Background: an optimization exercise with open tools, aiming at small area and a short achievable clock period. Do not read the settings as production practice.
At most, simulation tests tie the RTL to the original design; equivalence was not proved.
Function not checked in runs 5 and 6: the RTL went through the layout flow alone.
The flow treats the clock pin as an ideal source. Dropping or thinning the clock tree relies on that and would not hold on a real chip.
Power is estimated from default activity; no workload was simulated.

==> flow/design.v <==
module SPI_RAM(din,clk,rst_n,rx_valid,dout);
input [9:0] din;
input clk,rst_n,rx_valid;
output reg [7:0] dout;
reg [3:0] cnt;            
reg [7:0] wr_addr;
reg wz;                   
reg [7:0] rd_addr;
reg wp;                   
reg [7:0] wdata;
reg [7:0] rm;             
reg [7:0] rs;             
reg wr, wr_n;             
wire [7:0] wd = wdata ^ {8{~cnt[3]}};
wire [3:0] cntm2 = cnt - 4'd2;
wire [7:0] tap [0:31];
genvar r;
generate
    for (r = 0; r < 32; r = r + 1) begin : ring
        reg [63:0] q;     
        wire sel = (wr_addr[7:3] == r);
        wire a = sel & wr;
        wire b = ~sel | wr_n;
        always @(posedge clk)
            q <= {q[55:0], ~((q[63:56] | {8{a}}) & (wd | {8{b}}))};
        assign tap[r] = q[7:0];
    end
endgenerate
wire put = rx_valid && din[9:8] == 2'b01;
wire at1 = (cnt[2:0] + 3'd1 == wr_addr[2:0]);
wire wp_nx = (rst_n & put) | (wp & ~wr);
wire wr_nx = (rst_n & put & at1) | (wp & ~wr & at1);
always @(posedge clk)
    cnt <= cnt + 4'd1;
always @(posedge clk) begin
    wp   <= wp_nx;
    wr   <= wr_nx;
    wr_n <= ~wr_nx;
    if (put)
        wdata <= din[7:0];
    if (rx_valid && din[9:8] == 2'b00)
        wr_addr <= din[7:0];
    else if (wz && !wp)
        wr_addr <= 8'd0;
    wz <= ~rst_n | (wz & ~(rx_valid && din[9:8] == 2'b00));
    rd_addr <= {8{rst_n}} & ((rx_valid && din[9:8] == 2'b10) ? din[7:0] : rd_addr);
    rm <= tap[rd_addr[7:3]];
    if (cntm2[2:0] == rd_addr[2:0])
        rs <= rm ^ {8{cntm2[3]}};
    if (rx_valid && din[9:8] == 2'b11)
        dout <= rs;
end
endmodule
module SPI_Slave(MOSI,clk,SS_n,tx_data,rst_n,MISO,rx_valid,rx_data);
    input MOSI,clk,SS_n,rst_n;
    input [7:0] tx_data;
    output reg MISO,rx_valid;
    output [9:0] rx_data;
localparam IDLE  = 3'd0;
localparam CHK   = 3'd1;
localparam WRITE = 3'd2;
localparam RDATA = 3'd3;
localparam RADD  = 3'd4;
reg [2:0] cs;
reg [3:0] bit_count;
reg read_ctrl;            
reg is_read_cmd;          
reg flag;                 
reg b0;                   
reg [9:0] sh;             
wire idle  = (cs == IDLE);
wire chk   = (cs == CHK);
wire wpath = (cs == WRITE);
wire rdata = (cs == RDATA);
wire radd  = (cs == RADD);
wire bc9   = (bit_count == 4'd9);
wire bc10  = (bit_count == 4'd10);
assign rx_data = {sh[9:1], wpath ? b0 : sh[0]};
wire cap = rx_valid & rx_data[9] & rx_data[8];
reg [2:0] cs_go;
always @* begin
    case (cs)
        IDLE:  cs_go = CHK;
        CHK:   cs_go = is_read_cmd ? (read_ctrl ? RDATA : RADD) : WRITE;
        WRITE, RADD, RDATA: cs_go = bc10 ? IDLE : cs;
        default: cs_go = IDLE;
    endcase
end
wire miso_go   = ~idle & ((rdata & ~bc10) ? (flag & ~bit_count[3] & tx_data[~bit_count[2:0]]) : MISO);
wire miso_hold = ~idle & MISO;
wire rc_go     = (radd & bc9) | (read_ctrl & ~(rdata & bc9));
wire fl_keep   = flag | cap;
wire fl_go     = fl_keep & ~(rdata & bc9);
wire rv_go     = (wpath | radd) & bc9;
always @(posedge clk)
    sh <= {sh[8:0], MOSI};
always @(posedge clk) begin
    cs          <= (rst_n & ~SS_n) ? cs_go : IDLE;
    MISO        <= rst_n & (SS_n ? miso_hold : miso_go);
    read_ctrl   <= rst_n & (SS_n ? read_ctrl : rc_go);
    flag        <= rst_n & (SS_n ? fl_keep : fl_go);
    rx_valid    <= rst_n & ~SS_n & rv_go;
    is_read_cmd <= rst_n & ((chk & ~SS_n) ? MOSI : is_read_cmd);
    b0          <= rst_n & ((rx_valid & wpath) ? sh[0] : b0);
end
always @(posedge clk) begin
    if (chk)
        bit_count <= 4'd0;
    else
        bit_count <= bit_count + 4'd1;
end
endmodule
module TopModule(MOSI,clk,SS_n,rst_n,MISO);
    input MOSI,clk,SS_n,rst_n;
    output MISO;
    wire [9:0] rx_data;
    wire rx_valid;
    wire [7:0] tx_data;
    SPI_Slave spi_slave (MOSI,clk,SS_n,tx_data,rst_n,MISO,rx_valid,rx_data);
    SPI_RAM ram(rx_data,clk,rst_n,rx_valid,tx_data);
endmodule
==> flow/flow/run.sh <==
#!/bin/bash
# The standard layout (standard.sh) with these changes:
#  - synthesis maps the logic with an area-oriented ABC script (abc.script
#    here, in place of ORFS's abc_speed.script); every other synthesis step,
#    and so every register, is the standard synthesis's;
#  - ports are buffered with buf_4 cells;
#  - TritonCTS builds the clock tree from larger sink clusters, without
#    dummy loads; clock_top.tcl then replaces its root by four inverters on
#    the clock port and its branch buffers by inverters, and runs the
#    post-CTS timing repair.
# Each make run writes its output to a log here; each ORFS step keeps its
# own log under orfs/logs/.
set -euo pipefail
here=$(pwd)
rm -rf "$here/scripts_abc"
cp -r "$FLOW_HOME/scripts" "$here/scripts_abc"
cp "$here/flow/abc.script" "$here/scripts_abc/abc_speed.script"
bash standard.sh "SCRIPTS_DIR=$here/scripts_abc" synth > synth.log 2>&1
export BUFFER_PORTS_ARGS="-buffer_cell sky130_fd_sc_hd__buf_4"
export CTS_ARGS="-sink_clustering_enable -repair_clock_nets -dont_use_dummy_load -buf_list {sky130_fd_sc_hd__clkbuf_16 sky130_fd_sc_hd__clkbuf_8 sky130_fd_sc_hd__clkbuf_4} -root_buf sky130_fd_sc_hd__clkbuf_16 -sink_clustering_buffer sky130_fd_sc_hd__clkbuf_16 -sink_buffer_max_cap_derate 1.0 -sink_clustering_size 30 -sink_clustering_max_diameter 80"
export SKIP_CTS_REPAIR_TIMING=1
export POST_CTS_TCL="$here/flow/clock_top.tcl"
bash standard.sh finish > make.log 2>&1
==> flow/flow/abc.script <==
&get -n
&st
&syn2
&dch -f
&nf -a -R 100
&st
&syn2
&dch -f
&nf -a -R 100
&put
buffer -c
topo
stime -c
upsize -c
dnsize -c
==> flow/flow/clock_top.tcl <==
# Sourced by ORFS's cts.tcl after clock_tree_synthesis (POST_CTS_TCL, with
# SKIP_CTS_REPAIR_TIMING=1). TritonCTS builds a buffer tree: one root, a level
# of branch buffers, and leaf buffers that drive the registers. This replaces
# the root by four inverters driven by the clock port, each driving a group
# of branch buffers, and swaps the branch buffers for inverters, so the clock
# still reaches every register true, through three cells. Then it legalizes
# and runs the post-CTS timing repair that cts.tcl skipped.

set ::clock_top_root_cell sky130_fd_sc_hd__clkinv_16
set ::clock_top_branch_cell sky130_fd_sc_hd__clkinv_16
set ::clock_top_roots 4

proc clock_top_is_buf {inst} {
  return [string match "sky130_fd_sc_hd__clkbuf*" [[$inst getMaster] getName]]
}

# the clock buffers level by level from the port
proc clock_top_levels {clknet} {
  set levels {}
  set frontier [list $clknet]
  while {[llength $frontier]} {
    set next {}
    set lvl {}
    foreach net $frontier {
      foreach it [$net getITerms] {
        if {![$it isInputSignal]} continue
        set inst [$it getInst]
        if {![clock_top_is_buf $inst]} continue
        lappend lvl $inst
        lappend next [[$inst findITerm X] getNet]
      }
    }
    if {[llength $lvl]} { lappend levels $lvl }
    set frontier $next
  }
  return $levels
}

# replace buffer instances by inverters of the given master, in place
proc clock_top_to_inv {insts cell} {
  set block [ord::get_db_block]
  set master [[ord::get_db] findMaster $cell]
  set new {}
  foreach inst $insts {
    set innet [[$inst findITerm A] getNet]
    set onet [[$inst findITerm X] getNet]
    set loc [$inst getLocation]
    set name [$inst getName]
    foreach it [$inst getITerms] { if {[$it getNet] ne "NULL"} { $it disconnect } }
    odb::dbInst_destroy $inst
    set ni [odb::dbInst_create $block $master $name]
    $ni setLocation [lindex $loc 0] [lindex $loc 1]
    $ni setPlacementStatus PLACED
    if {$innet ne "NULL"} { [$ni findITerm A] connect $innet }
    [$ni findITerm Y] connect $onet
    lappend new $ni
  }
  return $new
}

# k-means of instance centres into k groups: {assignment centres}
proc clock_top_kmeans {insts k} {
  set pts {}
  foreach l $insts {
    set b [$l getBBox]
    lappend pts [list [expr {([$b xMin] + [$b xMax]) / 2.0}] [expr {([$b yMin] + [$b yMax]) / 2.0}]]
  }
  set n [llength $pts]
  set sorted [lsort -real -index 0 $pts]
  set centers {}
  for {set i 0} {$i < $k} {incr i} { lappend centers [lindex $sorted [expr {int(($i + 0.5) * $n / $k)}]] }
  for {set iter 0} {$iter < 50} {incr iter} {
    set assign {}
    foreach p $pts {
      set best 0
      set bd 1e30
      for {set c 0} {$c < $k} {incr c} {
        set d [expr {abs([lindex $p 0] - [lindex $centers $c 0]) + abs([lindex $p 1] - [lindex $centers $c 1])}]
        if {$d < $bd} { set bd $d; set best $c }
      }
      lappend assign $best
    }
    set nc {}
    for {set c 0} {$c < $k} {incr c} {
      set sx 0
      set sy 0
      set m 0
      foreach p $pts a $assign {
        if {$a == $c} { set sx [expr {$sx + [lindex $p 0]}]; set sy [expr {$sy + [lindex $p 1]}]; incr m }
      }
      if {$m} { lappend nc [list [expr {$sx / $m}] [expr {$sy / $m}]] } else { lappend nc [lindex $centers $c] }
    }
    set centers $nc
  }
  return [list $assign $centers]
}

proc clock_top_rebuild {} {
  global clock_top_root_cell clock_top_branch_cell clock_top_roots
  set block [ord::get_db_block]
  set clknet [$block findNet clk]
  set levels [clock_top_levels $clknet]
  puts "clock_top: buffers per level: [lmap l $levels {llength $l}]"
  if {[llength $levels] < 3 || [llength [lindex $levels 0]] != 1} {
    puts "clock_top: tree left as TritonCTS built it"
    return
  }
  set root [lindex $levels 0 0]
  set onet [[$root findITerm X] getNet]
  foreach it [$root getITerms] { if {[$it getNet] ne "NULL"} { $it disconnect } }
  odb::dbInst_destroy $root
  odb::dbNet_destroy $onet
  set branches [clock_top_to_inv [lindex $levels 1] $clock_top_branch_cell]
  set k [expr {min($clock_top_roots, [llength $branches])}]
  set r [clock_top_kmeans $branches $k]
  set master [[ord::get_db] findMaster $clock_top_root_cell]
  for {set c 0} {$c < $k} {incr c} {
    set inst [odb::dbInst_create $block $master "clkroot_$c"]
    $inst setLocation [expr {int([lindex $r 1 $c 0])}] [expr {int([lindex $r 1 $c 1])}]
    $inst setPlacementStatus PLACED
    set net [odb::dbNet_create $block "clknet_root_$c"]
    $net setSigType CLOCK
    [$inst findITerm A] connect $clknet
    [$inst findITerm Y] connect $net
    set n 0
    foreach b $branches a [lindex $r 0] {
      if {$a == $c} { [$b findITerm A] connect $net; incr n }
    }
    puts "clock_top: root $c drives $n branch inverters"
  }
}

clock_top_rebuild
detailed_placement
estimate_parasitics -placement
report_clock_latency
repair_timing_helper
detailed_placement
check_placement -verbose
==> flow/standard.sh <==
#!/bin/bash
# synth_recipe.tcl (not shown) runs the flow's synth.tcl, then flattens the netlist and writes it again
# the make line also repeats each setting of config.mk as NAME=value (left out here)
make -C /OpenROAD-flow-scripts/flow DESIGN_CONFIG=/design/flow/config.mk WORK_HOME=/design/flow/orfs CLKGATE_MAP_FILE= SYNTH_SCRIPT=/design/flow/synth_recipe.tcl "${@:-finish}"
==> flow/config.mk <==
export PLATFORM = sky130hd
export DESIGN_NAME = TopModule
export DESIGN_NICKNAME = TopModule
export VERILOG_FILES = /design/flow/design.v
export SDC_FILE = /design/flow/constraint.sdc
export NUM_CORES = 8
export LEC_CHECK = 0
export CAP_MARGIN = 30
export CORE_MARGIN = 2
export CORE_UTILIZATION = 50
export PLACE_DENSITY = 0.65
export SETUP_SLACK_MARGIN = 4.8
export SLEW_MARGIN = 20
==> flow/constraint.sdc <==
create_clock -name core_clock -period 7.0 [get_ports {clk}]
set_input_delay 1.4000 -clock core_clock [delete_from_list [all_inputs] [get_ports {clk}]]
set_output_delay 1.4000 -clock core_clock [all_outputs]
set_load 0.01 [all_outputs]
==> results of run 1 <==
how the worst max path moves through the flow:
stage / from / to / slack [ns] / cells after the start
2_1_floorplan: SS_n / spi_slave.MISO$_DFF_P_ / 4.91 / 3
3_3_place_gp: SS_n / spi_slave.MISO$_DFF_P_ / 4.12 / 4
3_5_place_dp: ram.rd_addr[5]$_DFF_P_ / ram.rm[4]$_DFF_P_ / 4.11 / 6
5_1_grt: ram.wr_addr[5]$_SDFFCE_PN0P_ / ram.ring[4].q[5]$_DFF_P_ / 4.57 / 4
6_report: ram.wr_addr[7]$_SDFFCE_PN0P_ / ram.ring[2].q[0]$_DFF_P_ / 4.62 / 3
cells in the mapped netlist (2+ instances only):
library cell	n	area [sq um]
buf_6	3	33.78
ha_1	6	75.07
clkbuf_1	37	138.9
nand2b_1	9	56.30
a22o_1	54	473.0
o22a_1	7	61.31
nor4_1	3	18.77
edfxtp_1	32	960.9
nand3_1	8	40.04
dfxtp_1	2095	41940
a221oi_1	60	525.5
or3b_4	2	22.52
and2_1	7	43.79
buf_2	6	30.03
nand4_1	18	112.6
a22oi_1	5	37.54
mux4_2	2	45.04
nand3b_1	4	30.03
nor2_1	96	360.4
nor2_2	8	50.05
nor3_1	11	55.05
nor3b_1	2	15.01
nor2b_1	7	43.79
nand2_1	70	262.8
xor2_1	4	35.03
o22ai_1	256	1602
inv_1	12	45.04
or2_1	2	12.51
a21oi_1	9	45.04
xnor2_1	24	210.2
o21ai_0	14	70.07
power by group through the flow:
stage,combinational [mW],clock [mW],sequential (mW)
6_report,0.175,5.42,12.4
5_1_grt,0.186,5.95,12.4
3_5_place_dp,0.161,0,12.7
3_3_place_gp,0.153,0,12.7
2_1_floorplan,0.129,0,12.6
worst reg2reg max path, delay by kind of cell, from the launching register on:
kind               cells  cell delay (ns)
and+or+nand+nor        2             1.54
AOI/OAI and AO/OA      1             0.21
DFF                    1             0.44
per-stage QoR:
stage               hold slack, ns  instance area, sq um  instances  utilization  power, mW
global route                0.2826                 51880       4214       0.5476      18.56
finish                      0.2835                 51880       4215       0.5477      18.00
detailed placement          0.3121                 49170       4126       0.5190      12.84
global placement            0.3096                 49150       4124       0.5189      12.82
floorplan                   0.3096                 47590       2889            -      12.74
metal layers:
metal	wire, um	track usage
met2	39510	0.2798
met3	4882	0.02243
met1	42940	0.2697
met5	0	0
met4	3106	0.05829
cell families after synthesis:
| kind of cell | share of synthesized area |
|---|---|
| mux | 0.001393 |
| compound gates | 0.06026 |
| simple gates | 0.02479 |
| buf+inv | 0.005285 |
| fa+ha+maj | 0.001578 |
| xor+xnor | 0.005153 |
| flops | 0.9015 |
flip-flops by register name, indices dropped and copies added, names as in the netlist, 3 cells and up:
| name | count |
|---|---|
| ram.rd_addr | 8 |
| ram.wr_addr | 8 |
| spi_slave.cs | 3 |
| spi_slave.sh | 10 |
| ram.ring.q | 2048 |
| spi_slave.bit_count | 4 |
| ram.rs | 8 |
| ram.dout | 8 |
| ram.rm | 8 |
| ram.cnt | 4 |
| ram.wdata | 8 |
cell type report, clock buffers not listed:
type                       count  area share
multi-input combinational    703     0.09580
tap                         1265     0.03051
inverter                      24    0.007814
sequential                  2127      0.8272
antenna                        1  0.00004824
timing repair buffer          22    0.003401
==> impl_metrics.env, run 1 <==
export IMPL_fin_crit_sh=0.3402
export IMPL_grtUsageTotal=0.1820
export IMPL_io_pins=5
export IMPL_tns_ns=0
export IMPL_clockPowerShare=0.301
export IMPL_r2r_cells=3
export IMPL_ir_drop_mv=0.1692
export IMPL_crit_chain="nand2b_1 -> nor2_1 -> o22ai_1"
export IMPL_worstSetupStartpointType="register"
export IMPL_finalHoldViolCount=0
export IMPL_regArea_sq_mm=0.04291
export IMPL_hold_depth=0
export IMPL_wirelength_um=90450
export IMPL_setup_viol=0
export IMPL_insertion_delay_ns=0.39
export IMPL_p_per_area_mw_per_mm2=347.0
export IMPL_synth_cell_types=47
export IMPL_setup_ws_ns=4.618
export IMPL_worstSetupPathType="register to register"
export IMPL_p_comb_frac=0.010
export IMPL_port_buffers=4
export IMPL_dieArea_sq_mm=0.09766
export IMPL_arrival_ns=2.60
export IMPL_synth_flop_cell="dfxtp_1"
export IMPL_netlist_area_sq_mm=0.04759
export IMPL_grt_max_degree=33
export IMPL_min_from="ram.ring[21].q[34]$_DFF_P_"
export IMPL_num_vias=20890
export IMPL_final_common_cell="dfxtp_1"
export IMPL_start_util=0.5024
export IMPL_die_h_um=312.5
export IMPL_fin_skew_ns=0.08092
export IMPL_p_sw_frac=0.2004
export IMPL_drive_above_1_share=0.07257
export IMPL_drc=0
export IMPL_syn_nets=2899
export IMPL_place_gp_congestion=0.9674
export IMPL_synthCells=2889
export IMPL_cap_viol_max_count=0
export IMPL_r2r_end="ram.ring[2].q[0]$_DFF_P_"
export IMPL_r2r_slack_ns=4.62
export IMPL_layout_common_cells="dfxtp_1, o22ai_1, clkbuf_16, nand2_1, nor2_1"
export IMPL_finalMaxSlewViolations=0
export IMPL_cp_required_ns=7.22
export IMPL_synth_edf_count=32
export IMPL_multi_input_area_sq_mm=0.004970
export IMPL_reg2reg_from="ram.wr_addr[7]$_SDFFCE_PN0P_"
export IMPL_drt_iter0_drc=2050
export IMPL_relSlewSlack=0.1233
export IMPL_hpwl_um=59070
export IMPL_path_max_fanout=16
export IMPL_grt_pass1_vias=20710
export IMPL_syn2layout_area_growth_pct=9.018
export IMPL_hold_end="ram.ring[21].q[42]$_DFF_P_"
export IMPL_min_period_ns=2.382
export IMPL_intPower_mw=14.39
export IMPL_rows=113
export IMPL_switchingPower_mw=3.607
export IMPL_dp_slack_ns=4.113
export IMPL_grt_pass1_wl_um=133300
export IMPL_status="complete, no violations"
export IMPL_post_drt_wl_per_cell_um=21.46
export IMPL_drtAntennaViolNets=0
export IMPL_coreArea_sq_mm=0.09473
export IMPL_yosys_warnings=2
export IMPL_cp_slowest_cell="nor2_1"
export IMPL_critPathTopFamily="simple AND/OR/NAND/NOR gates"
export IMPL_final_nets=2961
export IMPL_drtPass1Iterations=6
export IMPL_clock_sinks=2127
export IMPL_synthArstFlopShare=0
export IMPL_syn_area_per_cell_sq_um=16.47
export IMPL_hold_class="register to register"
export IMPL_fillerInstances=7451
export IMPL_synth_seq_cells=2127
export IMPL_endpoint_kind="register"
export IMPL_ys_seq_area_frac=0.9015
export IMPL_clkTransAtPathRegs_ns=0.12
export IMPL_die_x_um=312.5
export IMPL_vias_per_cell=4.955
export IMPL_gr_total_overflow=0
export IMPL_cp_buffers_inverters=0
export IMPL_slowest_delay_ns=0.86
export IMPL_p_leak_nw=19.79
export IMPL_rsz0062_at_grt="yes"
export IMPL_tightest_slew_ns=1.312
export IMPL_seq_power_share=0.689
export IMPL_antenna_found_initial=2
export IMPL_timing_fmax_ghz=0.4199
==> inputs of run 2 (changes only) <==
--- a/flow/config.mk
+++ b/flow/config.mk
@@ -8,6 +8,5 @@
 export CAP_MARGIN = 30
 export CORE_MARGIN = 2
-export CORE_UTILIZATION = 50
-export PLACE_DENSITY = 0.65
+export CORE_UTILIZATION = 35
 export SETUP_SLACK_MARGIN = 4.8
 export SLEW_MARGIN = 20
==> run 2 against run 1 <==
- register-to-register slack improved by 0.11 ns
- critical path depth rose by 4
- sequential share of layout area fell by 1.8 points
- utilization fell by 16 points
- clock power fell by 0.7%
- synthesized cell count did not move
- still clean on timing, DRC and antenna
- fmax rose by 4.9%
- flip-flop and latch count did not move
- global-route usage fell by 6.2 points
- largest power group unchanged
- synthesized area did not move
- die area rose by 42%
==> impl_metrics.env, run 2 <==
export IMPL_reg2reg_from="ram.rd_addr[4]$_DFF_P_"
export IMPL_netlist_area_sq_mm=0.04759
export IMPL_timing_fmax_ghz=0.4404
export IMPL_drt_iter0_drc=1473
export IMPL_highest_layer="met4"
export IMPL_ir_drop_mv=0.1544
export IMPL_start_util=0.3522
export IMPL_fin_crit_sh=0.3244
export IMPL_syn_nets=2899
export IMPL_synthCells=2889
export IMPL_place_gp_congestion=0.8757
export IMPL_wl_met3_um=3401
export IMPL_post_synth_top_count_cell="dfxtp_1"
export IMPL_yosys_warnings=2
export IMPL_fillerInstances=12370
export IMPL_antenna_found_initial=2
export IMPL_final_nets=2994
export IMPL_multi_input_area_sq_mm=0.005196
export IMPL_grtUsageTotal=0.1198
export IMPL_ys_top_cells_by_area="dfxtp_1, o22ai_1, edfxtp_1"
export IMPL_grt_pass1_vias=19290
export IMPL_wl_met1_um=43450
export IMPL_top_regs="ram.ring.q x2048, spi_slave.sh x10"
export IMPL_min_period_ns=2.271
export IMPL_rows=135
export IMPL_relSlewSlack=0.3893
export IMPL_die_h_um=372.7
export IMPL_drc=0
export IMPL_p_per_area_mw_per_mm2=338.2
export IMPL_hold_depth=0
export IMPL_finalHoldViolCount=0
export IMPL_final_common_cell="dfxtp_1"
export IMPL_vias_per_cell=4.267
export IMPL_gr_total_overflow=0
export IMPL_r2r_end="ram.rm[6]$_DFF_P_"
export IMPL_synth_edf_count=32
export IMPL_clkTransAtPathRegs_ns=0.10
export IMPL_drtAntennaViolNets=0
export IMPL_regArea_sq_mm=0.04292
export IMPL_syn2layout_area_growth_pct=11.43
export IMPL_layout_common_cells="dfxtp_1, o22ai_1, clkbuf_16, nand2_1, nor2_1"
export IMPL_insertion_delay_ns=0.39
export IMPL_wirelength_um=85540
export IMPL_post_drt_wl_per_cell_um=17.96
export IMPL_worstSetupPathType="register to register"
export IMPL_die_x_um=372.7
export IMPL_tns_ns=0
export IMPL_r2r_cells=7
export IMPL_clock_sinks=2127
export IMPL_status="complete, no violations"
export IMPL_drive_above_1_share=0.08987
export IMPL_largest_reg_flops=2048
export IMPL_top_register="ram.ring.q"
export IMPL_grt_pass1_wl_um=124600
export IMPL_path_max_fanout=8
export IMPL_coreArea_sq_mm=0.1351
export IMPL_ys_seq_area_frac=0.9015
export IMPL_hold_class="register to register"
export IMPL_dieArea_sq_mm=0.1389
export IMPL_tightest_slew_ns=0.9139
export IMPL_yosys_area_top_type_share=0.8813
export IMPL_utilization=0.3924
export IMPL_p_total_mw=17.93
export IMPL_num_vias=20330
export IMPL_arrival_ns=2.50
export IMPL_worstSetupStartpointType="register"
export IMPL_wl_met2_um=35990
export IMPL_cp_required_ns=7.23
export IMPL_synthArstFlopShare=0
export IMPL_drtPass1Iterations=5
export IMPL_p_leak_nw=20.03
export IMPL_min_from="ram.ring[25].q[40]$_DFF_P_"
export IMPL_synth_seq_cells=2127
export IMPL_rsz0062_at_grt="yes"
export IMPL_synth_top_area_cell="dfxtp_1"
export IMPL_cap_viol_max_count=0
export IMPL_synth_flop_cell="dfxtp_1"
export IMPL_hold_end="ram.ring[25].q[48]$_DFF_P_"
export IMPL_r2r_slack_ns=4.73
export IMPL_endpoint_kind="register"
export IMPL_hpwl_um=55210
export IMPL_synth_common_cells="dfxtp_1, o22ai_1, nor2_1, nand2_1, a221oi_1"
export IMPL_syn_area_per_cell_sq_um=16.47
export IMPL_port_buffers=4
export IMPL_diodes=0
export IMPL_io_pins=5
export IMPL_finalMaxSlewViolations=0
export IMPL_setup_viol=0
export IMPL_synth_cell_types=47
export IMPL_grt_max_degree=33
export IMPL_fin_skew_ns=0.03234
-- run 2: area by class of cell, clock buffers not listed --
cell class | instances | share of cell area
Tap cell | 1781 | 0.04203
Timing Repair Buffer | 56 | 0.008872
Multi-Input combinational cell | 703 | 0.09800
Sequential cell | 2127 | 0.8095
Inverter | 24 | 0.007645
-- run 2: how the worst max path moves through the flow --
stage,start,endpoint,cells past startpoint
2_1_floorplan,SS_n,spi_slave.MISO$_DFF_P_,3
3_5_place_dp,ram.rd_addr[6]$_DFF_P_,ram.rm[1]$_DFF_P_,6
6_report,ram.rd_addr[4]$_DFF_P_,ram.rm[6]$_DFF_P_,7
3_3_place_gp,ram.rd_addr[6]$_DFF_P_,ram.rm[1]$_DFF_P_,6
5_1_grt,ram.wr_addr[7]$_SDFFCE_PN0P_,ram.ring[13].q[1]$_DFF_P_,3
-- run 2: cells by family (layout without fill, tap and decap cells) --
logic type,after synthesis,count (layout),synth area share
AOI/OAI and AO/OA,411,411,0.06026
DFF,2127,2127,0.9015
xor gates and xnor gates,28,28,0.005153
adders and majority gates,6,6,0.001578
muxes,4,4,0.001393
buffers and inverters,59,152,0.005285
and+or+nand+nor,254,254,0.02479
-- run 2: layer usage --
metal,global-route usage,vias to the layer above
li1,-,9879
met1,0.1776,9950
met2,0.1794,369
met3,0.01442,128
met4,0.04303,0
met5,0,-
-- run 2: power breakdown --
group	switching [mW]	internal, mW	leakage [nW]	total [mW]
logic	0.109	0.0680	1.50	0.177
clock network	3.37	2.01	1.02	5.38
registers	0.0876	12.3	17.5	12.4
total	3.56	14.4	20.0	17.9
-- run 2: per-stage QoR --
stage               cells  setup slack (ns)  hold WS, ns  area, sq um
finish               4763             4.729       0.2931        53020
global route         4763             4.663       0.2929        53020
detailed placement   4640             3.884       0.3121        49810
global placement     4640             3.875       0.3095        49800
floorplan            2889             4.907       0.3096        47590
-- run 2: worst max-delay path: stages, from the launching register on --
cell and delay, ns:
dfxtp_4 0.39, clkbuf_2 0.16, nand3_2 0.25, nor2_4 0.14
a22oi_1 0.48, nand4_1 0.25, nor3_2 0.30, nor2_1 0.15
==> inputs of run 3 (changes only) <==
--- a/flow/config.mk
+++ b/flow/config.mk
@@ -8,5 +8,5 @@
 export CAP_MARGIN = 30
 export CORE_MARGIN = 2
-export CORE_UTILIZATION = 35
-export SETUP_SLACK_MARGIN = 4.8
+export CORE_UTILIZATION = 40
+export SETUP_SLACK_MARGIN = 4.85
 export SLEW_MARGIN = 20
==> run 3 against run 2 <==
- worst setup slack gained 0.038 ns
- clock power is 0.9% higher
- flip-flop and latch count unchanged
- largest power group unchanged
- cell count shrank 5.6%
- die area decreased by 12%
- utilization is 5.1 points higher
- highest routed layer unchanged
- sequential share of layout area grew 0.98 points
- clock skew rose by 0.021 ns
- critical path type is now register to primary output
- power up 0.39%
- largest cell class unchanged
==> impl_metrics.env, run 3 <==
export IMPL_place_inst=4400
export IMPL_hold_depth=0
export IMPL_drt_iter0_drc=1646
export IMPL_ir_drop_mv=0.1925
export IMPL_syn_nets=2899
export IMPL_die_x_um=348.9
export IMPL_grt_pass1_wl_um=126600
export IMPL_start_util=0.4030
export IMPL_gr_total_overflow=0
export IMPL_antenna_found_initial=6
export IMPL_grt_pass1_vias=19260
export IMPL_min_from="ram.ring[15].q[50]$_DFF_P_"
export IMPL_grt_busiest_layer="met1"
export IMPL_fin_skew_ns=0.05378
export IMPL_p_sw_frac=0.2004
export IMPL_clock_sinks=2127
export IMPL_arrival_ns=0.83
export IMPL_synthArstFlopShare=0
export IMPL_drtPass1Iterations=5
export IMPL_port_buffers=4
export IMPL_worstSetupStartpointType="register"
export IMPL_dpl_cell_area_sq_mm=0.04953
export IMPL_rows=126
export IMPL_p_leak_nw=19.87
export IMPL_synth_flop_cell="dfxtp_1"
export IMPL_r2r_slack_ns=4.83
export IMPL_critPathTopFamily="flip-flops"
export IMPL_io_pins=5
export IMPL_ys_top_cells_by_area="dfxtp_1, o22ai_1, edfxtp_1"
export IMPL_top_register="ram.ring.q"
export IMPL_setup_viol=0
export IMPL_cp_slowest_cell="dfxtp_2"
export IMPL_num_vias=20280
export IMPL_met1_usage=0.2098
export IMPL_cp_required_ns=5.60
export IMPL_final_area_sq_mm=0.05238
export IMPL_relSlewSlack=0.3739
export IMPL_p_per_area_mw_per_mm2=343.7
export IMPL_p_comb_frac=0.010
export IMPL_grt_max_degree=33
export IMPL_final_common_cell="dfxtp_1"
export IMPL_p_total_mw=18.00
export IMPL_switchingPower_mw=3.608
export IMPL_final_nets=2974
export IMPL_tightest_slew_ns=0.9325
export IMPL_use_met3=0.02086
export IMPL_endpoint_kind="primary output"
export IMPL_instances_no_fill=4498
export IMPL_path_max_fanout=2
export IMPL_synth_edf_count=32
export IMPL_vias_per_cell=4.508
export IMPL_synth_top_area_cell="dfxtp_1"
export IMPL_ys_seq_area_frac=0.9015
export IMPL_grtUsageTotal=0.1412
export IMPL_finalHoldViolCount=0
export IMPL_hpwl_um=57280
export IMPL_insertion_delay_ns=0.40
export IMPL_yosys_area_top_type_share=0.8813
export IMPL_startpoint="spi_slave.MISO$_DFF_P_"
export IMPL_whs_ns=0.2835
export IMPL_reg2reg_from="ram.rd_addr[5]$_DFF_P_"
export IMPL_synth_cell_types=47
export IMPL_post_drt_wl_per_cell_um=19.44
export IMPL_worstSetupPathType="register to primary output"
export IMPL_cap_viol_max_count=0
export IMPL_synth_common_cells="dfxtp_1, o22ai_1, nor2_1, nand2_1, a221oi_1"
export IMPL_rsz0062_at_grt="yes"
export IMPL_crit_chain="buf_6"
export IMPL_layout_common_cells="dfxtp_1, o22ai_1, clkbuf_16, nand2_1"
export IMPL_clkTransAtPathRegs_ns=0.10
export IMPL_yosys_warnings=2
export IMPL_clockPowerShare=0.302
export IMPL_status="complete, no violations"
export IMPL_post_synth_top_count_cell="dfxtp_1"
export IMPL_synthCells=2889
export IMPL_syn_area_per_cell_sq_um=16.47
export IMPL_die_h_um=348.9
export IMPL_drc=0
export IMPL_slowest_delay_ns=0.35
export IMPL_drive_above_1_share=0.08339
export IMPL_fin_crit_sh=0.3189
export IMPL_min_period_ns=2.233
export IMPL_r2r_cells=6
export IMPL_met2_usage=0.2090
export IMPL_cp_buffers_inverters=1
export IMPL_place_gp_congestion=0.8929
export IMPL_r2r_end="ram.rm[6]$_DFF_P_"
export IMPL_tns_ns=0
export IMPL_syn2layout_area_growth_pct=10.08
export IMPL_top_regs="ram.ring.q x2048, spi_slave.sh x10"
export IMPL_intPower_mw=14.40
export IMPL_finalMaxSlewViolations=0
export IMPL_seq_power_share=0.689
export IMPL_timing_fmax_ghz=0.4479
export IMPL_diodes=0
export IMPL_hold_end="ram.ring[15].q[58]$_DFF_P_"
export IMPL_coreArea_sq_mm=0.1181
export IMPL_wirelength_um=87440
export IMPL_hold_class="register to register"
export IMPL_drtAntennaViolNets=0
export IMPL_netlist_area_sq_mm=0.04759
export IMPL_largest_reg_flops=2048
export IMPL_dieArea_sq_mm=0.1217
export IMPL_synth_seq_cells=2127
==> run 3: final cells by class, clock buffers not listed <==
| type | instances | area, sq um |
|---|---|---|
| inverters | 24 | 405.4 |
| fillers | 10190 | 65700 |
| multi-input cells | 703 | 5050 |
| repair buffers | 35 | 261.5 |
| flip-flops and latches | 2127 | 42920 |
| well taps | 1536 | 1922 |
==> run 3: power groups by stage <==
| stage | Combinational [mW] | Clock [mW] | Sequential (mW) |
|---|---|---|---|
| after detailed placement | 0.162 | 0 | 12.7 |
| after global placement | 0.161 | 0 | 12.7 |
| final | 0.173 | 5.43 | 12.4 |
| after global routing | 0.189 | 6.01 | 12.4 |
| after floorplan | 0.129 | 0 | 12.6 |
==> run 3: worst max path at each step <==
stage,endpoint,slack [ns],cells after the start
final,MISO,4.77,1
after global routing,MISO,4.72,1
after detailed placement,ram.rm[4]$_DFF_P_,4.34,6
after global placement,ram.rm[4]$_DFF_P_,4.33,6
after floorplan,spi_slave.MISO$_DFF_P_,4.91,3
==> run 3: cell families (layout without fill, tap and decap cells) <==
group	Yosys count	count (layout)	synth area share
compound gates	411	411	0.06026
simple gates	254	254	0.02479
fa+ha+maj	6	6	0.001578
buf+inv	59	132	0.005285
flops	2127	2127	0.9015
mux	4	4	0.001393
xor+xnor	28	28	0.005153
==> run 3: stage by stage <==
step	util	setup slack (ns)
3_3_place_gp	0.4193	4.332
5_1_grt	0.4436	4.725
6_report	0.4436	4.768
3_5_place_dp	0.4194	4.337
2_1_floorplan	-	4.907
==> run 3: metal layers <==
metal,vias up,routed length [um],part of all wire
li1,9823,-,-
met1,9899,44150,0.50
met2,409,36350,0.42
met3,145,3850,0.044
met4,0,3082,0.035
met5,-,0,0
==> inputs of run 4 (changes only) <==
--- a/flow/flow/clock_top.tcl
+++ b/flow/flow/clock_top.tcl
@@ -7,5 +7,5 @@
 # and runs the post-CTS timing repair that cts.tcl skipped.
 
-set ::clock_top_root_cell sky130_fd_sc_hd__clkinv_16
+set ::clock_top_root_cell sky130_fd_sc_hd__clkinv_8
 set ::clock_top_branch_cell sky130_fd_sc_hd__clkinv_16
 set ::clock_top_roots 4
--- a/flow/config.mk
+++ b/flow/config.mk
@@ -9,4 +9,4 @@
 export CORE_MARGIN = 2
 export CORE_UTILIZATION = 40
-export SETUP_SLACK_MARGIN = 4.85
+export SETUP_SLACK_MARGIN = 4.8
 export SLEW_MARGIN = 20
==> run 4 against run 3 <==
- largest power group unchanged
- synthesized cell count unchanged
- worst hold slack worse by 0.0025 ns
- clock power about the same
- cell area down 0.48%
- fmax down 1.4%
- first-iteration DRC count up 7.3%
- highest routed layer unchanged
- utilization down 0.21 points
- register-to-register slack worse by 0.06 ns
- clock skew up 0.0059 ns
- synthesized area unchanged
- still clean on timing, DRC and antenna
==> impl_metrics.env, run 4 <==
export IMPL_status="complete, no violations"
export IMPL_grt_max_degree=33
export IMPL_cp_buffers_inverters=1
export IMPL_layout_common_cells="dfxtp_1, o22ai_1, clkbuf_16, nand2_1, nor2_1"
export IMPL_drive_above_1_share=0.07515
export IMPL_grtUsageTotal=0.1412
export IMPL_ys_top_cells_by_area="dfxtp_1, o22ai_1, edfxtp_1"
export IMPL_insertion_delay_ns=0.43
export IMPL_place_gp_congestion=0.8929
export IMPL_seq_power_share=0.690
export IMPL_p_per_area_mw_per_mm2=344.7
export IMPL_start_util=0.4030
export IMPL_p_leak_nw=19.79
export IMPL_yosys_area_top_type_share=0.8813
export IMPL_arrival_ns=0.86
export IMPL_synth_top_area_cell="dfxtp_1"
export IMPL_vias_per_cell=4.512
export IMPL_crit_chain="buf_6"
export IMPL_synth_flop_cell="dfxtp_1"
export IMPL_io_pins=5
export IMPL_relSlewSlack=0.3724
export IMPL_die_x_um=348.9
export IMPL_post_drt_wl_per_cell_um=19.45
export IMPL_endpoint_kind="primary output"
export IMPL_utilization=0.4415
export IMPL_num_vias=20260
export IMPL_drt_iter0_drc=1766
export IMPL_synth_cell_types=47
export IMPL_diodes=0
export IMPL_post_synth_top_count_cell="dfxtp_1"
export IMPL_syn_area_per_cell_sq_um=16.47
export IMPL_worstSetupStartpointType="register"
export IMPL_synth_common_cells="dfxtp_1, o22ai_1, nor2_1, nand2_1, a221oi_1"
export IMPL_synth_edf_count=32
export IMPL_wirelength_um=87330
export IMPL_setup_viol=0
export IMPL_antenna_found_initial=6
export IMPL_finalMaxSlewViolations=0
export IMPL_coreArea_sq_mm=0.1181
export IMPL_cp_required_ns=5.60
export IMPL_largest_reg_flops=2048
export IMPL_p_comb_frac=0.009
export IMPL_synthArstFlopShare=0
export IMPL_fin_crit_sh=0.3234
export IMPL_worstSetupPathType="register to primary output"
export IMPL_slowest_delay_ns=0.35
export IMPL_cap_viol_max_count=0
export IMPL_yosys_warnings=2
export IMPL_top_register="ram.ring.q"
export IMPL_grt_pass1_vias=19270
export IMPL_clock_sinks=2127
export IMPL_clkTransAtPathRegs_ns=0.10
export IMPL_final_nets=2966
export IMPL_hold_class="register to register"
export IMPL_ys_seq_area_frac=0.9015
export IMPL_switchingPower_mw=3.609
export IMPL_die_h_um=348.9
export IMPL_fillerInstances=10230
export IMPL_rsz0062_at_grt="yes"
export IMPL_dieArea_sq_mm=0.1217
export IMPL_netlist_area_sq_mm=0.04759
export IMPL_p_sw_frac=0.2008
export IMPL_syn2layout_area_growth_pct=9.555
export IMPL_ir_drop_mv=0.1510
export IMPL_timing_fmax_ghz=0.4418
export IMPL_drtAntennaViolNets=0
export IMPL_gr_total_overflow=0
export IMPL_clockPowerShare=0.301
export IMPL_dp_slack_ns=4.337
export IMPL_rows=126
export IMPL_setup_ws_ns=4.736
export IMPL_drc=0
export IMPL_synth_seq_cells=2127
export IMPL_tightest_slew_ns=0.9346
export IMPL_fin_skew_ns=0.05971
export IMPL_syn_nets=2899
export IMPL_hpwl_um=57280
export IMPL_final_common_cell="dfxtp_1"
export IMPL_finalHoldViolCount=0
export IMPL_grt_pass1_wl_um=126600
export IMPL_top_regs="ram.ring.q x2048, spi_slave.sh x10"
export IMPL_intPower_mw=14.36
export IMPL_synthCells=2889
export IMPL_tns_ns=0
export IMPL_cp_slowest_cell="dfxtp_2"
export IMPL_min_period_ns=2.264
export IMPL_p_total_mw=17.97
export IMPL_drtPass1Iterations=7
export IMPL_path_max_fanout=2
export IMPL_port_buffers=4
export IMPL_critPathTopFamily="flip-flops"
[run 4: cell counts after synthesis]
No cell type changed its count.
[run 4: kinds of logic (layout without fill, tap and decap cells)]
kind of cell | Yosys count | count (layout) | share of synthesized area
DFF | 2127 | 2127 | 0.9015
AOI/OAI and AO/OA | 411 | 411 | 0.06026
and+or+nand+nor | 254 | 254 | 0.02479
buffers and inverters | 59 | 124 | 0.005285
xor gates and xnor gates | 28 | 28 | 0.005153
adders and majority gates | 6 | 6 | 0.001578
muxes | 4 | 4 | 0.001393
[run 4: layer usage]
metal,vias up,track usage,wire [um]
met5,-,0,0
met4,0,0.05208,3174
met3,154,0.01932,3939
met2,420,0.2080,36050
met1,9876,0.2109,44170
li1,9810,-,-
[run 4: final timing paths]
path                                            startpoint                          to  slack, ns  cells after the start
worst max-delay path                spi_slave.MISO$_DFF_P_                        MISO       4.74                      1
worst min register to register  ram.ring[15].q[50]$_DFF_P_  ram.ring[15].q[58]$_DFF_P_       0.28                      0
worst min-delay path            ram.ring[15].q[50]$_DFF_P_  ram.ring[15].q[58]$_DFF_P_       0.28                      0
worst max register to register      ram.rd_addr[3]$_DFF_P_           ram.rm[0]$_DFF_P_       4.77                      6
[run 4: metrics by stage]
stage,cells,hold slack [ns],area [sq um]
3_5_place_dp,4400,0.3121,49530
2_1_floorplan,2889,0.3096,47590
3_3_place_gp,4398,0.3095,49520
6_report,4490,0.2811,52130
5_1_grt,4490,0.2893,52130
[run 4: cell type report, clock buffers not listed]
cell class,instances,area [sq um],share of cell area
Sequential cell,2127,42910,0.8231
Multi-Input combinational cell,703,4921,0.09439
Tap cell,1536,1922,0.03686
Inverter,24,350.3,0.006720
Timing Repair Buffer,27,201.4,0.003864
[run 4: power groups by stage]
| stage | Combinational (mW) | Sequential (mW) | Clock [mW] |
|---|---|---|---|
| 6_report | 0.171 | 12.4 | 5.41 |
| 5_1_grt | 0.185 | 12.4 | 5.98 |
| 3_5_place_dp | 0.162 | 12.7 | 0 |
| 3_3_place_gp | 0.161 | 12.7 | 0 |
| 2_1_floorplan | 0.129 | 12.6 | 0 |
==> inputs of run 5 (changes only) <==
--- a/flow/design.v
+++ b/flow/design.v
@@ -28,4 +28,5 @@
 endgenerate
 wire put = rx_valid && din[9:8] == 2'b01;
+wire wld = rx_valid && din[9:8] == 2'b00;
 wire at1 = (cnt[2:0] + 3'd1 == wr_addr[2:0]);
 wire wp_nx = (rst_n & put) | (wp & ~wr);
@@ -39,8 +40,5 @@
     if (put)
         wdata <= din[7:0];
-    if (rx_valid && din[9:8] == 2'b00)
-        wr_addr <= din[7:0];
-    else if (wz && !wp)
-        wr_addr <= 8'd0;
+    wr_addr <= {8{~(wz & ~wp) | wld}} & (wld ? din[7:0] : wr_addr);
     wz <= ~rst_n | (wz & ~(rx_valid && din[9:8] == 2'b00));
     rd_addr <= {8{rst_n}} & ((rx_valid && din[9:8] == 2'b10) ? din[7:0] : rd_addr);
--- a/flow/flow/clock_top.tcl
+++ b/flow/flow/clock_top.tcl
@@ -7,5 +7,5 @@
 # and runs the post-CTS timing repair that cts.tcl skipped.
 
-set ::clock_top_root_cell sky130_fd_sc_hd__clkinv_8
+set ::clock_top_root_cell sky130_fd_sc_hd__clkinv_16
 set ::clock_top_branch_cell sky130_fd_sc_hd__clkinv_16
 set ::clock_top_roots 4
==> run 5 against run 4 <==
- worst hold slack improved by 0.0074 ns
- routed wire length is 1.1% higher
- cell area up 0.12%
- via count increased by 0.31%
- fmax increased by 0.72%
- synthesized area barely moved
- critical endpoint is now ram.rm[2]$_DFF_P_
==> impl_metrics.env, run 5 <==
export IMPL_status="complete, no violations"
export IMPL_hpwl_um=58190
export IMPL_vias_per_cell=4.523
export IMPL_diodes=0
export IMPL_grtUsageTotal=0.1431
export IMPL_p_comb_frac=0.003
export IMPL_synth_seq_cells=2127
export IMPL_gr_total_overflow=0
export IMPL_syn_nets=2903
export IMPL_fillerInstances=10270
export IMPL_synth_common_cells="dfxtp_1, o22ai_1, nor2_1, nand2_1, a221oi_1"
export IMPL_post_drt_wl_per_cell_um=19.66
export IMPL_utilization=0.4426
export IMPL_finalMaxSlewViolations=0
export IMPL_drtAntennaViolNets=0
export IMPL_die_h_um=348.8
export IMPL_top_register="ram.ring.q"
export IMPL_setup_viol=0
export IMPL_timing_fmax_ghz=0.4450
export IMPL_clkTransAtPathRegs_ns=0.11
export IMPL_wirelength_um=88310
export IMPL_arrival_ns=2.51
export IMPL_grt_pass1_vias=19160
export IMPL_start_util=0.4032
export IMPL_rsz0062_at_grt="yes"
export IMPL_synthArstFlopShare=0
export IMPL_cap_viol_max_count=0
export IMPL_synth_flop_cell="dfxtp_1"
export IMPL_dpl_cell_area_sq_mm=0.04946
export IMPL_final_nets=2969
export IMPL_synth_cell_types=43
export IMPL_place_inst=4402
export IMPL_syn2layout_area_growth_pct=9.784
export IMPL_tightest_slew_ns=1.098
export IMPL_rows=126
export IMPL_insertion_delay_ns=0.38
export IMPL_tns_ns=0
export IMPL_io_pins=5
export IMPL_place_gp_congestion=0.8430
export IMPL_ys_top_cells_by_area="dfxtp_1, o22ai_1, edfxtp_1"
export IMPL_ys_seq_area_frac=0.9006
export IMPL_coreArea_sq_mm=0.1179
export IMPL_syn_area_per_cell_sq_um=16.43
export IMPL_fin_crit_sh=0.3211
export IMPL_grt_max_degree=33
export IMPL_final_area_sq_mm=0.05220
export IMPL_top_regs="ram.ring.q x2048, spi_slave.sh x10"
export IMPL_path_max_fanout=9
export IMPL_dieArea_sq_mm=0.1216
export IMPL_yosys_warnings=2
export IMPL_die_x_um=348.8
export IMPL_port_buffers=4
export IMPL_post_synth_top_count_cell="dfxtp_1"
export IMPL_min_period_ns=2.247
export IMPL_worstSetupPathType="register to register"
export IMPL_drc=0
export IMPL_synth_top_area_cell="dfxtp_1"
export IMPL_antenna_found_initial=0
export IMPL_largest_reg_flops=2048
export IMPL_finalHoldViolCount=0
export IMPL_p_per_area_mw_per_mm2=337.8
export IMPL_switchingPower_mw=3.423
export IMPL_num_vias=20320
export IMPL_layout_common_cells="dfxtp_1, o22ai_1, clkbuf_16, nand2_1, nor2_1"
export IMPL_cp_required_ns=7.26
export IMPL_clockPowerShare=0.307
export IMPL_yosys_area_top_type_share=0.8855
export IMPL_clock_sinks=2127
export IMPL_drt_iter0_drc=1536
export IMPL_synthCells=2893
export IMPL_worstSetupStartpointType="register"
export IMPL_endpoint_kind="register"
export IMPL_ir_drop_mv=0.1810
export IMPL_seq_power_share=0.691
export IMPL_p_leak_nw=19.78
export IMPL_slowest_delay_ns=0.39
export IMPL_hold_class="register to register"
export IMPL_grt_pass1_wl_um=128200
export IMPL_p_sw_frac=0.1941
export IMPL_netlist_area_sq_mm=0.04755
export IMPL_intPower_mw=14.21
export IMPL_relSlewSlack=0.2681
export IMPL_final_common_cell="dfxtp_1"
export IMPL_cp_slowest_cell="a221oi_1"
export IMPL_drtPass1Iterations=6
export IMPL_fin_skew_ns=0.03897
export IMPL_crit_chain="or3b_4 -> nor2_4 -> a22o_1 -> a221oi_1 -> nand4_1 -> o22a_1"
export IMPL_instances_no_fill=4493
export IMPL_synth_edf_count=24
export IMPL_drive_above_1_share=0.07237
-- run 5: final cells by class, clock buffers not listed --
cell class	count	area (sq um)	share of cell area
inverters	24	405.4	0.007766
multi-input cells	708	5011	0.09600
repair buffers	25	201.4	0.003859
well taps	1536	1922	0.03682
flip-flops and latches	2127	42830	0.8206
-- run 5: metrics by stage --
| step | worst slack, ns | total power [mW] | hold slack (ns) |
|---|---|---|---|
| 5_1_grt | 4.671 | 18.25 | 0.2955 |
| 6_report | 4.753 | 17.63 | 0.2884 |
| 3_5_place_dp | 3.949 | 12.51 | 0.3121 |
| 3_3_place_gp | 3.968 | 12.51 | 0.3096 |
| 2_1_floorplan | 5.044 | 12.48 | 0.3096 |
-- run 5: power by group through the flow --
stage	Combinational, mW	Clock (mW)	Sequential, mW
after floorplan	0.0396	0	12.4
after global placement	0.0519	0	12.5
after detailed placement	0.0535	0	12.5
after global routing	0.0589	6.00	12.2
final	0.0526	5.41	12.2
-- run 5: cell families (layout without fill, tap and decap cells) --
logic type	Yosys count	in the layout	synth area share
adders and majority gates	6	6	0.001579
muxes	12	12	0.003053
buffers and inverters	58	122	0.005237
AOI/OAI and AO/OA	404	404	0.05963
and+or+nand+nor	259	259	0.02489
DFF	2127	2127	0.9006
xor gates and xnor gates	27	27	0.004974
-- run 5: worst paths after layout --
kind	end	depth (start not counted)	slack, ns	start
hold reg to reg	ram.ring[21].q[24]$_DFF_P_	0	0.29	ram.ring[21].q[16]$_DFF_P_
setup / recovery	ram.rm[2]$_DFF_P_	6	4.75	ram.rd_addr[4]$_DFF_P_
setup reg to reg	ram.rm[2]$_DFF_P_	6	4.75	ram.rd_addr[4]$_DFF_P_
hold / removal	ram.ring[21].q[24]$_DFF_P_	0	0.29	ram.ring[21].q[16]$_DFF_P_
-- run 5: layer usage --
| layer | up-vias | GRT usage | wire [um] |
|---|---|---|---|
| li1 | 9827 | - | - |
| met1 | 9997 | 0.2086 | 43760 |
| met2 | 363 | 0.2233 | 39160 |
| met3 | 135 | 0.01581 | 2934 |
| met4 | 0 | 0.04548 | 2460 |
| met5 | - | 0 | 0 |
-- run 5: critical path: cells and delay by family (launching register included) --
family             cells  cell delay, ns
AOI/OAI and AO/OA      3            0.95
DFF                    1            0.38
and+or+nand+nor        3            0.79
==> inputs of run 6 (changes only) <==
--- a/flow/design.v
+++ b/flow/design.v
@@ -9,5 +9,5 @@
 reg wp;                   
 reg [7:0] wdata;
-reg [7:0] rm;             
+reg [7:0] rma, rmb;       
 reg [7:0] rs;             
 reg wr, wr_n;             
@@ -43,7 +43,8 @@
     wz <= ~rst_n | (wz & ~(rx_valid && din[9:8] == 2'b00));
     rd_addr <= {8{rst_n}} & ((rx_valid && din[9:8] == 2'b10) ? din[7:0] : rd_addr);
-    rm <= tap[rd_addr[7:3]];
+    rma <= tap[{1'b0, rd_addr[6:3]}];
+    rmb <= tap[{1'b1, rd_addr[6:3]}];
     if (cntm2[2:0] == rd_addr[2:0])
-        rs <= rm ^ {8{cntm2[3]}};
+        rs <= (rd_addr[7] ? rmb : rma) ^ {8{cntm2[3]}};
     if (rx_valid && din[9:8] == 2'b11)
         dout <= rs;
==> run 6 against run 5 <==
- register-to-register slack gained 0.12 ns
- clock skew increased by 0.019 ns
- cell area is 1.1% higher
- global-route usage hardly changed
- still clean
- synthesized area up 2.1%
- worst setup slack improved by 0.043 ns
- critical endpoint is now MISO
- critical path type is now register to primary output
- fmax up 1.9%
- clock power is essentially flat
- sequential share of layout area is 0.61 points lower
- flip-flop and latch count grew 8
- worst hold slack lost 0.0079 ns
==> impl_metrics.env, run 6 <==
export IMPL_num_vias=20780
export IMPL_rows=127
export IMPL_ys_seq_area_frac=0.8858
export IMPL_io_pins=5
export IMPL_worstSetupStartpointType="register"
export IMPL_top_register="ram.ring.q"
export IMPL_start_util=0.4039
export IMPL_gr_total_overflow=0
export IMPL_synth_cell_types=49
export IMPL_fin_crit_sh=0.3150
export IMPL_synth_top_area_cell="dfxtp_1"
export IMPL_hold_class="register to register"
export IMPL_cap_viol_max_count=0
export IMPL_yosys_area_top_type_share=0.8709
export IMPL_syn2layout_area_growth_pct=8.785
export IMPL_arrival_ns=0.80
export IMPL_antenna_found_initial=0
export IMPL_syn_nets=3051
export IMPL_finalMaxSlewViolations=0
export IMPL_place_inst=4600
export IMPL_endpoint_kind="primary output"
export IMPL_drive_above_1_share=0.05905
export IMPL_insertion_delay_ns=0.38
export IMPL_post_drt_wl_per_cell_um=19.39
export IMPL_final_area_sq_mm=0.05279
export IMPL_final_common_cell="dfxtp_1"
export IMPL_ir_drop_mv=0.1569
export IMPL_synth_flop_cell="dfxtp_1"
export IMPL_die_x_um=352.3
export IMPL_crit_chain="buf_6"
export IMPL_whs_ns=0.2805
export IMPL_dp_slack_ns=3.976
export IMPL_path_max_fanout=2
export IMPL_place_gp_congestion=0.8358
export IMPL_finalHoldViolCount=0
export IMPL_min_period_ns=2.205
export IMPL_tightest_slew_ns=0.8242
export IMPL_clock_sinks=2135
export IMPL_instances_no_fill=4694
export IMPL_netlist_area_sq_mm=0.04852
export IMPL_drtPass1Iterations=5
export IMPL_die_h_um=352.3
export IMPL_final_nets=3094
export IMPL_synthCells=3041
export IMPL_clkTransAtPathRegs_ns=0.10
export IMPL_fillerInstances=10600
export IMPL_drt_iter0_drc=1703
export IMPL_layout_common_cells="dfxtp_1, o22ai_1, nor2_1, mux2i_1, clkbuf_16"
export IMPL_p_per_area_mw_per_mm2=335.3
export IMPL_rsz0062_at_grt="yes"
export IMPL_p_total_mw=17.70
export IMPL_grt_pass1_wl_um=132800
export IMPL_yosys_warnings=2
export IMPL_diodes=0
export IMPL_post_synth_top_count_cell="dfxtp_1"
export IMPL_syn_area_per_cell_sq_um=15.96
export IMPL_drc=0
export IMPL_slowest_delay_ns=0.36
export IMPL_largest_reg_flops=2048
export IMPL_synth_seq_cells=2135
export IMPL_fin_skew_ns=0.05835
export IMPL_tns_ns=0
export IMPL_hpwl_um=57320
export IMPL_dieArea_sq_mm=0.1241
export IMPL_min_from="ram.ring[28].q[18]$_DFF_P_"
export IMPL_wirelength_um=91020
export IMPL_setup_viol=0
export IMPL_p_leak_nw=20.14
export IMPL_cp_buffers_inverters=1
export IMPL_cp_required_ns=5.60
export IMPL_timing_fmax_ghz=0.4535
export IMPL_status="complete, no violations"
export IMPL_synthArstFlopShare=0
export IMPL_relSlewSlack=0.4505
export IMPL_top_regs="ram.ring.q x2048, spi_slave.sh x10"
export IMPL_worstSetupPathType="register to primary output"
export IMPL_vias_per_cell=4.428
export IMPL_synth_common_cells="dfxtp_1, o22ai_1, nor2_1, mux2i_1, nand2_1"
export IMPL_dpl_cell_area_sq_mm=0.05037
export IMPL_synth_edf_count=24
export IMPL_port_buffers=4
export IMPL_utilization=0.4394
export IMPL_setup_ws_ns=4.795
export IMPL_grt_max_degree=37
export IMPL_reg2reg_from="ram.rd_addr[6]$_DFF_P_"
export IMPL_grtUsageTotal=0.1431
export IMPL_ys_top_cells_by_area="dfxtp_1, o22ai_1, mux2i_1"
export IMPL_drtAntennaViolNets=0
export IMPL_grt_pass1_vias=20110
export IMPL_critPathTopFamily="flip-flops"
export IMPL_startpoint="spi_slave.MISO$_DFF_P_"
export IMPL_cp_slowest_cell="dfxtp_2"
export IMPL_coreArea_sq_mm=0.1201
run 6: power by group:
group | internal (mW) | leakage, nW | total, mW | switching (mW)
Combinational | 0.0263 | 1.57 | 0.0567 | 0.0304
Clock | 2.02 | 1.02 | 5.42 | 3.41
Sequential | 12.2 | 17.5 | 12.2 | 0.0253
run 6: cells by family (layout without fill, tap and decap cells):
kind of cell,count (synthesis),count (layout),synth area share
mux,89,89,0.01898
simple gates,282,282,0.02674
flops,2135,2135,0.8858
buf+inv,95,136,0.009902
xor+xnor,28,28,0.005209
compound gates,406,406,0.05185
fa+ha+maj,6,6,0.001547
run 6: final cells by class, clock buffers not listed:
cell class,instances,area (sq um),share of cell area
Multi-Input combinational cell,811,5194,0.09839
Tap cell,1612,2017,0.03821
Sequential cell,2135,43000,0.8145
Inverter,31,431.7,0.008177
Timing Repair Buffer,33,347.8,0.006589
run 6: metal layers:
metal,vias up,routed length (um),track usage
li1,10140,-,-
met1,10110,46450,0.2127
met2,385,38880,0.2175
met3,150,3228,0.01806
met4,0,2466,0.04325
met5,-,0,0
run 6: final timing paths:
kind                                                    to  slack [ns]  cells after the start
worst max-delay path                                  MISO        4.80                      1
worst min-delay path            ram.ring[28].q[26]$_DFF_P_        0.28                      0
worst max register to register          ram.rmb[7]$_DFF_P_        4.87                      7
worst min register to register  ram.ring[28].q[26]$_DFF_P_        0.28                      0
==> inputs of run 7 (changes only) <==
--- a/flow/design.v
+++ b/flow/design.v
@@ -9,5 +9,5 @@
 reg wp;                   
 reg [7:0] wdata;
-reg [7:0] rma, rmb;       
+reg [7:0] rm;             
 reg [7:0] rs;             
 reg wr, wr_n;             
@@ -28,5 +28,4 @@
 endgenerate
 wire put = rx_valid && din[9:8] == 2'b01;
-wire wld = rx_valid && din[9:8] == 2'b00;
 wire at1 = (cnt[2:0] + 3'd1 == wr_addr[2:0]);
 wire wp_nx = (rst_n & put) | (wp & ~wr);
@@ -40,11 +39,13 @@
     if (put)
         wdata <= din[7:0];
-    wr_addr <= {8{~(wz & ~wp) | wld}} & (wld ? din[7:0] : wr_addr);
+    if (rx_valid && din[9:8] == 2'b00)
+        wr_addr <= din[7:0];
+    else if (wz && !wp)
+        wr_addr <= 8'd0;
     wz <= ~rst_n | (wz & ~(rx_valid && din[9:8] == 2'b00));
     rd_addr <= {8{rst_n}} & ((rx_valid && din[9:8] == 2'b10) ? din[7:0] : rd_addr);
-    rma <= tap[{1'b0, rd_addr[6:3]}];
-    rmb <= tap[{1'b1, rd_addr[6:3]}];
+    rm <= tap[rd_addr[7:3]];
     if (cntm2[2:0] == rd_addr[2:0])
-        rs <= (rd_addr[7] ? rmb : rma) ^ {8{cntm2[3]}};
+        rs <= rm ^ {8{cntm2[3]}};
     if (rx_valid && din[9:8] == 2'b11)
         dout <= rs;
--- a/flow/flow/run.sh
+++ b/flow/flow/run.sh
@@ -18,5 +18,5 @@
 bash standard.sh "SCRIPTS_DIR=$here/scripts_abc" synth > synth.log 2>&1
 export BUFFER_PORTS_ARGS="-buffer_cell sky130_fd_sc_hd__buf_4"
-export CTS_ARGS="-sink_clustering_enable -repair_clock_nets -dont_use_dummy_load -buf_list {sky130_fd_sc_hd__clkbuf_16 sky130_fd_sc_hd__clkbuf_8 sky130_fd_sc_hd__clkbuf_4} -root_buf sky130_fd_sc_hd__clkbuf_16 -sink_clustering_buffer sky130_fd_sc_hd__clkbuf_16 -sink_buffer_max_cap_derate 1.0 -sink_clustering_size 30 -sink_clustering_max_diameter 80"
+export CTS_ARGS="-sink_clustering_enable -repair_clock_nets -dont_use_dummy_load -buf_list {sky130_fd_sc_hd__clkbuf_16 sky130_fd_sc_hd__clkbuf_8 sky130_fd_sc_hd__clkbuf_4} -root_buf sky130_fd_sc_hd__clkbuf_16 -sink_clustering_buffer sky130_fd_sc_hd__clkbuf_16 -sink_buffer_max_cap_derate 1.0 -sink_clustering_size 34 -sink_clustering_max_diameter 80"
 export SKIP_CTS_REPAIR_TIMING=1
 export POST_CTS_TCL="$here/flow/clock_top.tcl"
==> run 7 against run 6 <==
- sequential share of layout area up 1.1 points
- fmax down 2.2%
- flip-flop and latch count down 8
- worst hold slack better by 0.0048 ns
- critical endpoint is now ram.rm[0]$_DFF_P_
==> impl_metrics.env, run 7 <==
export IMPL_grt_pass1_wl_um=126000
export IMPL_dp_slack_ns=4.337
export IMPL_drt_iter0_drc=1717
export IMPL_wirelength_um=87130
export IMPL_cp_buffers_inverters=0
export IMPL_worstSetupPathType="register to register"
export IMPL_synth_cell_types=47
export IMPL_yosys_warnings=2
export IMPL_synthArstFlopShare=0
export IMPL_cap_viol_max_count=0
export IMPL_whs_ns=0.2854
export IMPL_final_common_cell="dfxtp_1"
export IMPL_dieArea_sq_mm=0.1217
export IMPL_p_leak_nw=19.71
export IMPL_start_util=0.4030
export IMPL_drtAntennaViolNets=0
export IMPL_syn_nets=2899
export IMPL_ir_drop_mv=0.1823
export IMPL_cp_slowest_cell="a221oi_1"
export IMPL_top_regs="ram.ring.q x2048, spi_slave.sh x10"
export IMPL_timing_fmax_ghz=0.4435
export IMPL_clkTransAtPathRegs_ns=0.12
export IMPL_post_drt_wl_per_cell_um=19.44
export IMPL_clock_sinks=2127
export IMPL_synthCells=2889
export IMPL_cp_required_ns=7.29
export IMPL_gr_total_overflow=0
export IMPL_grtUsageTotal=0.1406
export IMPL_largest_reg_flops=2048
export IMPL_seq_power_share=0.698
export IMPL_port_buffers=4
export IMPL_synth_seq_cells=2127
export IMPL_endpoint_kind="register"
export IMPL_hold_class="register to register"
export IMPL_fin_crit_sh=0.3221
export IMPL_synth_edf_count=32
export IMPL_yosys_area_top_type_share=0.8813
export IMPL_post_synth_top_count_cell="dfxtp_1"
export IMPL_syn2layout_area_growth_pct=9.195
export IMPL_synth_common_cells="dfxtp_1, o22ai_1, nor2_1, nand2_1, a221oi_1"
export IMPL_rsz0062_at_grt="yes"
export IMPL_grt_pass1_vias=19090
export IMPL_tightest_slew_ns=0.9472
export IMPL_finalMaxSlewViolations=0
export IMPL_relSlewSlack=0.3662
export IMPL_worstSetupStartpointType="register"
export IMPL_switchingPower_mw=3.555
export IMPL_intPower_mw=14.20
export IMPL_antenna_found_initial=6
export IMPL_layout_common_cells="dfxtp_1, o22ai_1, nor2_1, nand2_1, clkbuf_16"
export IMPL_place_gp_congestion=0.8929
export IMPL_insertion_delay_ns=0.40
export IMPL_drive_above_1_share=0.06861
export IMPL_syn_area_per_cell_sq_um=16.47
export IMPL_p_total_mw=17.76
export IMPL_crit_chain="or3b_4 -> nor2_4 -> a22o_1 -> a221oi_1 -> nand4_1 -> o22a_1"
export IMPL_hpwl_um=57280
export IMPL_grt_max_degree=35
export IMPL_critPathTopFamily="compound AO/OA/AOI/OAI gates"
export IMPL_utilization=0.4401
export IMPL_fillerInstances=10230
export IMPL_die_x_um=348.9
export IMPL_synth_top_area_cell="dfxtp_1"
export IMPL_die_h_um=348.9
export IMPL_slowest_delay_ns=0.63
export IMPL_ys_top_cells_by_area="dfxtp_1, o22ai_1, edfxtp_1"
export IMPL_fin_skew_ns=0.07137
export IMPL_setup_ws_ns=4.745
export IMPL_coreArea_sq_mm=0.1181
export IMPL_final_nets=2956
export IMPL_path_max_fanout=9
export IMPL_tns_ns=0
export IMPL_setup_viol=0
export IMPL_p_per_area_mw_per_mm2=341.8
export IMPL_num_vias=20110
export IMPL_status="complete, no violations"
export IMPL_rows=126
export IMPL_vias_per_cell=4.487
export IMPL_drc=0
export IMPL_p_sw_frac=0.2002
export IMPL_synth_flop_cell="dfxtp_1"
export IMPL_finalHoldViolCount=0
export IMPL_ys_seq_area_frac=0.9015
export IMPL_arrival_ns=2.55
export IMPL_top_register="ram.ring.q"
export IMPL_p_comb_frac=0.010
export IMPL_min_period_ns=2.255
export IMPL_drtPass1Iterations=6
export IMPL_io_pins=5
export IMPL_clockPowerShare=0.292
export IMPL_netlist_area_sq_mm=0.04759
-- run 7: cells by family (layout without fill, tap and decap cells) --
kind of cell | Yosys count | count (layout) | synth area share
compound gates | 411 | 411 | 0.06026
xor+xnor | 28 | 28 | 0.005153
fa+ha+maj | 6 | 6 | 0.001578
buf+inv | 59 | 114 | 0.005285
flops | 2127 | 2127 | 0.9015
mux | 4 | 4 | 0.001393
other cells | 0 | 1 | 0
simple gates | 254 | 254 | 0.02479
-- run 7: final cells by class, clock buffers not listed --
cell class / instances / area, sq um / share of cell area
Inverter: 24 / 405.4 / 0.007802
Antenna cell: 1 / 2.502 / 0.00004816
Tap cell: 1536 / 1922 / 0.03699
Multi-Input combinational cell: 703 / 4910 / 0.09449
Sequential cell: 2127 / 42910 / 0.8258
Timing Repair Buffer: 25 / 186.4 / 0.003588
-- run 7: path summary, 6_finish.rpt --
check / start / endpoint / slack [ns] / cells after the start
worst min register to register: ram.ring[15].q[50]$_DFF_P_ / ram.ring[15].q[58]$_DFF_P_ / 0.29 / 0
worst min-delay path: ram.ring[15].q[50]$_DFF_P_ / ram.ring[15].q[58]$_DFF_P_ / 0.29 / 0
worst max register to register: ram.rd_addr[3]$_DFF_P_ / ram.rm[0]$_DFF_P_ / 4.75 / 6
worst max-delay path: ram.rd_addr[3]$_DFF_P_ / ram.rm[0]$_DFF_P_ / 4.75 / 6
-- run 7: worst register-to-register path: cells and delay by family, from the launching register on --
| family | cells | cell delay, ns |
|---|---|---|
| AND/OR/NAND/NOR | 3 | 0.66 |
| flip-flops | 1 | 0.39 |
| AO/OA/AOI/OAI | 3 | 1.10 |
-- run 7: layer usage --
metal  wire length (um)  up-vias  part of all wire  GRT usage
li1                   -     9765                 -          -
met1              44620     9824              0.51     0.2111
met2              36140      387              0.41     0.2086
met3               3305      131             0.038    0.01677
met4               3062        0             0.035    0.05023
met5                  0        -                 0          0
-- run 7: per-stage QoR --
step / std cells / instance area, sq um
finish: 4481 / 51960
global route: 4480 / 51960
detailed placement: 4400 / 49530
global placement: 4398 / 49520
floorplan: 2889 / 47590
-- run 7: power by group through the flow --
| stage | sequential [mW] | clock [mW] | combinational, mW |
|---|---|---|---|
| 2_1_floorplan | 12.6 | 0 | 0.129 |
| 3_3_place_gp | 12.7 | 0 | 0.161 |
| 3_5_place_dp | 12.7 | 0 | 0.162 |
| 5_1_grt | 12.4 | 5.75 | 0.183 |
| 6_report | 12.4 | 5.19 | 0.169 |

## port drivers added, routing unchanged
No port has a modelled driver above. Below, the same layouts with a new extraction and two added sets of constraints. Step 1 (the two cells are an assumption about what drives the block):
set clk [get_ports {clk}]
set_driving_cell -lib_cell sky130_fd_sc_hd__clkbuf_16 $clk
set_driving_cell -lib_cell sky130_fd_sc_hd__buf_2 [delete_from_list [all_inputs] $clk]
Step 2 times the ports against the registers' clock, not the clock port: input delays grow and output delays shrink by t, the midpoint of the rising clock arrivals with the driver on. Three values: ideal, step 1, step 2; two values: the first two.
run | t (ns) | slack for setup (ns) | clock arrival spread, ns | worst data-port slew with drivers (ns)
run 1 | 0.596 | 4.618 / 4.546 / 4.616 | 0.096 / 0.097 | 0.04
run 2 | 0.621 | 4.729 / 4.531 / 4.617 | 0.053 / 0.052 | 0.04
run 3 | 0.610 | 4.767 / 4.517 / 4.559 | 0.070 / 0.074 | 0.03
run 4 | 0.579 | 4.736 / 4.547 / 4.561 | 0.078 / 0.080 | 0.03
run 5 | 0.616 | 4.753 / 4.514 / 4.580 | 0.049 / 0.050 | 0.07
run 6 | 0.609 | 4.795 / 4.535 / 4.706 | 0.069 / 0.069 | 0.05
run 7 | 0.611 | 4.745 / 4.535 / 4.540 | 0.078 / 0.080 | 0.03
After both steps every run listed still meets setup and hold. For run 3, which loses most, drivers alone change the setup slack by -0.250 ns; drivers and shift together by -0.208 ns.
